From an optimization exercise on the open Yosys and OpenROAD flow, aimed at small area, a short achievable clock period and few clock cycles; shortcuts taken in it are not production practice.
Function was not checked in any run shown here: the RTL went through the layout flow alone.

`design/flow/constraint.sdc`:
```
create_clock -name core_clock -period 10.5 [get_ports {clk}]
set_input_delay 2.1000 -clock core_clock [delete_from_list [all_inputs] [get_ports {clk}]]
set_output_delay 2.1000 -clock core_clock [all_outputs]
set_load 0.01 [all_outputs]
```
`design/flow/config.mk`:
```
export PLATFORM = sky130hd
export DESIGN_NAME = DCT
export DESIGN_NICKNAME = DCT
export VERILOG_FILES = /design/flow/design.v
export SDC_FILE = /design/flow/constraint.sdc
export NUM_CORES = 4
export LEC_CHECK = 0
export CAP_MARGIN = 20
export CORE_MARGIN = 2
export CORE_UTILIZATION = 40
export SETUP_SLACK_MARGIN = 5
export SLEW_MARGIN = 20
```
`design/flow/run.sh`:
```
#!/bin/bash
# synth_recipe.tcl (not shown) runs the flow's synth.tcl, then flattens the netlist and writes it again
# the make line also repeats each setting of config.mk as NAME=value (left out here)
make -C /OpenROAD-flow-scripts/flow DESIGN_CONFIG=/design/flow/config.mk WORK_HOME=/design/flow/orfs CLKGATE_MAP_FILE= SYNTH_SCRIPT=/design/flow/synth_recipe.tcl finish
```
`design/flow/design.v`:
```
module DCT(
	input                     clk,
	input                     rst_n,
	input                     in_valid,
	input  signed       [7:0] in_data,
	output logic              out_valid,
	output logic signed [9:0] out_data
);
logic [5:0] cnt;
always_ff @(posedge clk or negedge rst_n) begin
	if (!rst_n)
		cnt <= 6'd0;
	else if (cnt == 6'd0)
		cnt <= in_valid ? 6'd1 : 6'd0;
	else if (cnt == 6'd34)
		cnt <= 6'd0;
	else
		cnt <= cnt + 6'd1;
end
always_ff @(posedge clk or negedge rst_n) begin
	if (!rst_n)
		out_valid <= 1'b0;
	else
		out_valid <= (cnt >= 6'd19) && (cnt <= 6'd34);
end
logic [5:0] cm12;
logic [1:0] trow;      
logic       rot, bank_ld;
logic [1:0] ysel;      
assign cm12 = cnt - 6'd12;
always_ff @(posedge clk) begin
	trow    <= cm12[3:2];
	rot     <= (cnt >= 6'd15) && (cnt <= 6'd27);
	bank_ld <= (cnt == 6'd17) || (cnt == 6'd21) || (cnt == 6'd25) || (cnt == 6'd29);
	ysel    <= cnt[1:0] + 2'd2;
end
logic signed [7:0] sr [0:15];
integer j;
always_ff @(posedge clk) begin
	sr[0] <= rot ? sr[15] : in_data;
	for (j = 1; j < 16; j = j + 1)
		sr[j] <= sr[j-1];
end
logic signed [7:0] ta, tb, tc, td;
logic signed [7:0] pa, pb, qa, qb;
logic              psub, qsub;
logic signed [8:0] p1, q1;
assign ta = sr[0];
assign tb = sr[4];
assign tc = sr[8];
assign td = sr[12];
always_comb begin
	psub = (trow != 2'd0);
	qsub = (trow != 2'd0);
	pa = (trow == 2'd2) ? tb : ta;
	pb = (trow == 2'd0) ? td : (trow == 2'd2) ? ta : tb;
	qa = (trow == 2'd0) ? tb : (trow == 2'd1) ? td : tc;
	qb = (trow == 2'd0) ? tc : (trow == 2'd1) ? tc : td;
end
logic [9:0] p1w, q1w;
assign p1w = {pa[7], pa, 1'b1} + {pb[7] ^ psub, pb ^ {8{psub}}, psub};
assign q1w = {qa[7], qa, 1'b1} + {qb[7] ^ qsub, qb ^ {8{qsub}}, qsub};
assign p1 = p1w[9:1];
assign q1 = q1w[9:1];
logic signed [8:0] tp, tqv;
logic              teven;
always_ff @(posedge clk) begin
	tp    <= p1;
	tqv   <= q1;
	teven <= ~trow[0];
end
logic signed [15:0] xp, xq, xt1, xt2, xt3, xt4, xt5, xt6, tx;
logic signed [8:0]  ty;
logic               tcb;
assign xp  = tp;
assign xq  = tqv;
assign xt1 = xp <<< 6;
assign xt2 = teven ? (xq <<< 6) : (xq <<< 5);
assign xt3 = teven ? 16'sd0 : (xp <<< 4);
assign xt4 = teven ? 16'sd0 : (xp <<< 1);
assign xt5 = teven ? 16'sd0 : xp;
assign xt6 = teven ? 16'sd0 : (xq <<< 1);
assign tx  = xt1 + xt2 + xt3 + xt4 + xt5 + xt6;
assign ty  = tx[15:7];
assign tcb = tx[15] & (tx[6:0] != 7'd0);
logic signed [8:0] yq [0:3];
logic              cq [0:3];
always_ff @(posedge clk) begin
	yq[0] <= ty;  cq[0] <= tcb;
	yq[1] <= yq[0]; cq[1] <= cq[0];
	yq[2] <= yq[1]; cq[2] <= cq[1];
	yq[3] <= yq[2]; cq[3] <= cq[2];
end
logic signed [10:0] e0, e1, o0, o1, y0s, y2s;
assign e0 = 11'(yq[3]) + 11'(yq[0]) + 11'(cq[3]) + 11'(cq[0]);
assign e1 = 11'(yq[2]) + 11'(yq[1]) + 11'(cq[2]) + 11'(cq[1]);
assign o0 = 11'(yq[3]) - 11'(yq[0]) + 11'(cq[3]) - 11'(cq[0]);
assign o1 = 11'(yq[2]) - 11'(yq[1]) + 11'(cq[2]) - 11'(cq[1]);
logic [12:0] y0w, y2w;
assign y0w = {e0[10], e0, 1'b1} + {e1[10], e1, 1'b0};
assign y2w = {e0[10], e0, 1'b1} + {~e1[10], ~e1, 1'b1};
logic signed [9:0] y0r, y2r, o0r, o1r;
logic              y0f, y2f;
always_ff @(posedge clk) begin
	y0r <= y0w[11:2];
	y0f <= y0w[12] & y0w[1];
	if (bank_ld) begin
		y2r <= y2w[11:2];
		y2f <= y2w[12] & y2w[1];
		o0r <= o0[9:0];
		o1r <= o1[9:0];
	end
end
logic               yodd1;
logic signed [9:0]  m1, m2;
logic signed [16:0] zm1, zm2, z;
assign yodd1 = (ysel[1] == 1'b0);
assign m1 = yodd1 ? o0r : ~o1r;
assign m2 = yodd1 ? o1r : o0r;
assign zm1 = m1;
assign zm2 = m2;
assign z = (zm1 <<< 6) + (zm1 <<< 4) + (zm1 <<< 1) + zm1 + (zm2 <<< 5) + (zm2 <<< 1)
         + (yodd1 ? 17'sd0 : 17'sd83);
logic signed [9:0] zh;
logic              zf;
always_ff @(posedge clk) begin
	zh <= z[16:7];
	zf <= z[16] & (z[6:0] != 7'd0);
end
logic signed [9:0] om;
logic              of;
always_comb begin
	case (ysel)
		2'd0: begin om = y0r; of = y0f; end
		2'd2: begin om = y2r; of = y2f; end
		default: begin om = zh; of = zf; end
	endcase
end
always_ff @(posedge clk)
	out_data <= om + 10'(of);
endmodule
```
==> results of run 1 <==
## through the flow
step | cells | instance area [µm²] | utilization, %
after floorplan | 1485 | 15300 | -
final | 2039 | 16900 | 44.9
after CTS | 2039 | 16900 | 44.9
after global routing | 2039 | 16900 | 44.9
after global placement | 1988 | 16000 | 42.4
after detailed placement | 1988 | 16000 | 42.4
## worst max-delay path, stage by stage (launching register included)
cell,delay [ns]
dfxtp_1,0.31
buf_4,0.42
mux2i_1,0.62
inv_1,0.13
fa_1,0.41
inv_1,0.08
fa_1,0.45
fa_1,0.54
inv_1,0.05
fa_1,0.49
inv_1,0.04
ha_1,0.33
nand2_1,0.07
o21ai_1,0.23
o22ai_2,0.18
and4b_1,0.22
or3_1,0.35
## kinds of logic (layout without fill, tap and decap cells)
logic type,count (synthesis),after routing,synth area share (%)
AND/OR/NAND/NOR,302,302,10.1
adder cells (fa/ha/maj),273,273,26.2
flip-flops,263,263,36.8
buffers and inverters,241,284,6.14
AO/OA/AOI/OAI,240,240,10.3
XOR/XNOR,93,93,5.43
multiplexers,73,73,5.19
## layout by cell type, fill, tap and decap left out, types with 38 or more instances in the layout
cell	instances
o21ai_0	53
ha_1	196
a21oi_1	69
fa_1	77
mux2i_1	38
dfxtp_1	225
nand2_1	61
nor2_1	85
xnor2_1	61
inv_1	207
## area by class of cell
type | instances | area (µm²) | share of cell area [%]
multi-input cells | 981 | 8720 | 51.6
flip-flops and latches | 263 | 5610 | 33.2
inverters | 208 | 781 | 4.62
clock buffers | 35 | 779 | 4.61
well taps | 511 | 639 | 3.78
repair buffers | 25 | 240 | 1.42
clock inverters | 16 | 134 | 0.792
## layer usage
metal	share of wire [%]	global-route usage (%)	vias up
met3	2.6	1.97	49
met5	0	0	-
met2	46	24.9	110
met1	48	18.8	4615
met4	3.2	4.94	0
li1	-	-	5073
## registers in the layout (all words and copies together) (netlist names)
register,flops
bank_ld,1
cnt,6
cq,4
o0r,10
o1r,10
out_data,10
out_valid,1
rot,1
sr,128
teven,1
tp,9
tqv,9
trow,2
y0f,1
y0r,10
y2f,1
y2r,10
yq,36
ysel,2
zf,1
zh,10
## cell usage after synthesis (32+ instances only)
library cell and number:
xnor2_1 61, nor2_1 85, nor3_1 32, mux2i_1 38
nand2_1 61, a21oi_1 69, fa_1 77, inv_1 207
ha_1 196, dfxtp_1 225, o21ai_0 53
## final timing paths
| kind | start | to | slack (ns) | cells after the start |
|---|---|---|---|---|
| worst min register to register | sr[6][2] | sr[7][2] | 0.32 | 0 |
| min in group asynchronous | rst_n | cnt[5] | 1.81 | 1 |
| max in group asynchronous | rst_n | cnt[0] | 8.44 | 1 |
| worst max-delay path | ysel[1] | zh[8] | 5.42 | 16 |
| worst min-delay path | sr[6][2] | sr[7][2] | 0.32 | 0 |
| worst max register to register | ysel[1] | zh[8] | 5.42 | 16 |
==> impl_metrics.ini, run 1 <==
[floorplanning]
dieArea_um2 = 39700
die_w_um = 199
core_area_um2 = 37700
start_util_pct = 40.5
pin_count = 22
die_y_um = 199
row_count = 71

[routing]
wl_um = 27800
vias = 9847
dr.pass1.iters = 4
ant_nets = 0
drc = 0
avgViaCountPerCell = 4.83
drt_iter0_markers = 384
wl_per_cell_um = 13.6

[synthesis]
ys_types = 82
postSynthNetCount = 1769
synth-seq-area-share_pct = 36.8
ys_ff_latch = 263
synth.avg_cell_area_um2 = 10.3
ys.flop_type = dfxtp_1
ys_async_sr_fraction_pct = 2.66
netlist.area_leader.share_pct = 29.5
synth_edf_count = 31
synthTopCellsByArea = dfxtp_1 30%, ha_1 16%, fa_1 10%
synth_area_um2 = 15300
synthCells = 1485
yosysTopAreaCell = dfxtp_1
ys_warn_count = 4

[sta]
rsz0062_at_grt = no
final-hold-violation-count = 0
skew_ns = 0.0181
slew_viol_final = 0
fin_ws_ns = 5.42
min_period_over_period_pct = 48.4
worst_pin_slew_ns = 0.948
fin_crit_ns = 5.08
max_freq_ghz = 0.197
setup_tns_ns = 0
slew_headroom_pct = 36.7
setup_violations = 0
hold_ws_ns = 0.321

[run]
drv_cap = 0

[setup_path]
critPathArrivalTime_ns = 5.52
endpoint_kind = flip-flop
crit_type = flip-flop to flip-flop
crit_fanout = 37
required_ns = 10.94
start_kind = flip-flop

[clocking]
cts_resized = 0
cts_root_buf = clkbuf_16
clock_path_buffers = 3
htreeDepth = 1
cts.sinks = 263
cts_tree = yes
postCtsHoldBufs = 0
postCtsSetupRepairBufs = 0
path_clk_slew_ns = 0.06
clk-insertion-delay-late_ns = 0.55
numCtsBuffers = 28

[cells_and_area]
n_antenna_cell = 0
num-nets-final = 1791
area_delta_synth_final_pct = 10.7
drive_gt1_share_pct = 6.68
fill_cells = 3584

[status]
outcome = timing/DRC/antenna clean

[global_route]
grt.total_usage_pct = 14.5
grt_pass1_vias = 9837
grt_pass1_wl_um = 47000
grt_max_degree = 49
antenna_found_initial = 0
grt-ovfl-total = 0

[hold_path]
hold_path.class = flip-flop to flip-flop

[place]
portBuffers = 21
hpwl_um = 21800
dp_slack_ns = 5.38
globalplace.congestion = 0.817
==> run 2: changes to the inputs <==
--- a/design/flow/config.mk
+++ b/design/flow/config.mk
@@ -8,5 +8,4 @@
 export CAP_MARGIN = 20
 export CORE_MARGIN = 2
 export CORE_UTILIZATION = 40
-export SETUP_SLACK_MARGIN = 5
 export SLEW_MARGIN = 20
==> run 2 against run 1 <==
Die area did not move. Critical endpoint unchanged. Largest cell class unchanged. First-iteration DRC count is the same. Final area unchanged. Still clean. Utilization unchanged. Fmax is the same. Global-route usage is the same. Worst hold slack unchanged. Synthesized cell count unchanged. Register-to-register slack is essentially flat.
==> impl_metrics.ini, run 2 <==
[cells_and_area]
largest_register_ffs = 128
max_flop_register = sr
drive_gt1_share_pct = 6.68
final_cell_mix = 225 x dfxtp_1, 207 x inv_1, 196 x ha_1
num-nets-final = 1791
n_antenna_cell = 0
fill_cells = 3584
reg_top3 = sr (128), yq (36)
mostFrequentLayoutCell = dfxtp_1
area_delta_synth_final_pct = 10.7

[routing]
dr.pass1.iters = 4
vias = 9847
drt_iter0_markers = 384
wl_um = 27800
wl_per_cell_um = 13.6
avgViaCountPerCell = 4.83
ant_nets = 0
drc = 0

[place]
portBuffers = 21
globalplace.congestion = 0.817
hpwl_um = 21800

[synthesis]
synth_edf_count = 31
muxShareOfSynthArea_pct = 5.19
synth_top_family_by_area = adder cells
ys_types = 82
yosysTopAreaCell = dfxtp_1
ys.flop_type = dfxtp_1
synthCells = 1485
netlist.area_leader.share_pct = 29.5
synth-seq-area-share_pct = 36.8
synth_top_cells_by_count = 225 x dfxtp_1, 207 x inv_1, 196 x ha_1, 85 x nor2_1, 77 x fa_1
synth_compound_area_share_pct = 10.3
ys_async_sr_fraction_pct = 2.66
synth.avg_cell_area_um2 = 10.3
synth_adder_area_share_pct = 26.2
synth_most_common_cell = dfxtp_1
synth-xor-area-share_pct = 5.43
synthTopCellsByArea = dfxtp_1 30%, ha_1 16%, fa_1 10%
yosys.area_share.simple_pct = 10.1
ys_ff_latch = 263
synth_area_um2 = 15300
ys_warn_count = 4
postSynthNetCount = 1769

[sta]
fin_crit_ns = 5.08
final-hold-violation-count = 0
worst_pin_slew_ns = 0.948
max_freq_ghz = 0.197
min_period_over_period_pct = 48.4
slew_viol_final = 0
slew_headroom_pct = 36.7
setup_tns_ns = 0
rsz0062_at_grt = no
skew_ns = 0.0181
setup_violations = 0

[clocking]
cts_root_buf = clkbuf_16
postCtsHoldBufs = 0
cts_resized = 0
numCtsBuffers = 28
cts.sinks = 263
htreeDepth = 1
clock_path_buffers = 3
cts_tree = yes
postCtsSetupRepairBufs = 0
path_clk_slew_ns = 0.06
clk-insertion-delay-late_ns = 0.55

[floorplanning]
die_w_um = 199
start_util_pct = 40.5
die_y_um = 199
core_area_um2 = 37700
row_count = 71
dieArea_um2 = 39700
pin_count = 22

[global_route]
grt_pass1_vias = 9837
antenna_found_initial = 0
grt_max_degree = 49
grt-ovfl-total = 0
grt_pass1_wl_um = 47000
grt.total_usage_pct = 14.5

[setup_path]
critPathArrivalTime_ns = 5.52
crit_chain = buf_4 -> mux2i_1 -> inv_1 -> fa_1 -> inv_1 -> fa_1 -> fa_1 -> inv_1 -> fa_1 -> inv_1 -> ha_1 -> nand2_1 -> o21ai_1 -> o22ai_2 -> and4b_1 -> or3_1
critPathBufInv = 5
start_kind = flip-flop
cpLargestDelayFamily = adder cells
critPathLaunch = ysel[1]
cp_slowest_stage_delay_ns = 0.62
critPathSlowestCell = mux2i_1
endpoint_kind = flip-flop
crit_fanout = 37
timing.rr.start = ysel[1]
crit_type = flip-flop to flip-flop
required_ns = 10.94

[run]
drv_cap = 0

[hold_path]
hold_path.class = flip-flop to flip-flop
min_from = sr[6][2]

[status]
outcome = timing/DRC/antenna clean
-- run 2: metal layers --
layer / up-vias / share of wire, % / GRT usage, %
met5: - / 0 / 0
met4: 0 / 3.2 / 4.94
met3: 49 / 2.6 / 1.97
met2: 110 / 46 / 24.9
met1: 4615 / 48 / 18.8
li1: 5073 / - / -
-- run 2: path summary, 6_finish.rpt --
path,to,slack (ns),cells past startpoint
worst max-delay path,zh[8],5.42,16
worst min-delay path,sr[7][2],0.32,0
worst max register to register,zh[8],5.42,16
worst min register to register,sr[7][2],0.32,0
max in group asynchronous,cnt[0],8.44,1
min in group asynchronous,cnt[5],1.81,1
-- run 2: stage by stage --
step | instance area, µm² | instances | setup slack, ns | hold slack (ns) | util (%)
after floorplan | 15300 | 1485 | 5.55 | 0.310 | -
after global placement | 16000 | 1988 | 5.44 | 0.310 | 42.4
after detailed placement | 16000 | 1988 | 5.38 | 0.312 | 42.4
after CTS | 16900 | 2039 | 5.37 | 0.323 | 44.9
after global routing | 16900 | 2039 | 5.09 | 0.329 | 44.9
final | 16900 | 2039 | 5.42 | 0.321 | 44.9
-- run 2: layout make-up --
type	count	area, µm²	area share [%]
Clock buffer	35	779	4.61
Clock inverter	16	134	0.792
Sequential cell	263	5610	33.2
Timing Repair Buffer	25	240	1.42
Inverter	208	781	4.62
Tap cell	511	639	3.78
Multi-Input combinational cell	981	8720	51.6
-- run 2: cell families (layout without fill, tap and decap cells) --
group / count (synthesis) / after routing
AND/OR/NAND/NOR: 302 / 302
buffers and inverters: 241 / 284
adder cells (fa/ha/maj): 273 / 273
flip-flops: 263 / 263
AO/OA/AOI/OAI: 240 / 240
XOR/XNOR: 93 / 93
multiplexers: 73 / 73

[separate check: timing with driven ports]
The flow's constraints put no driver on any port. The routed layouts listed below were extracted and timed again, unchanged, in two steps.
Step 1 sets driving cells, clkbuf_16 on the clock port and buf_2 on the other inputs (assumed; they add their load-dependent delay and slew).
Step 2, shift: input delay + t, output delay - t, t = (earliest + latest rising clock arrival at the registers) / 2. This alone moves slack from input paths to output paths.
Three values: ideal ports, drivers, drivers and shift; two values: the first two.
| run | t, ns | slack for setup (ns) | hold WS [ns] | worst register clock-pin slew, ns | cell pins on the clock port's net |
|---|---|---|---|---|---|
| run 1 | 0.596 | 5.421 / 5.421 / 5.421 | 0.321 / 0.321 / 0.321 | 0.06 / 0.06 | 1 |
| run 2 | 0.596 | 5.421 / 5.421 / 5.421 | 0.321 / 0.321 / 0.321 | 0.06 / 0.06 | 1 |
After both steps every run listed still meets setup and hold.
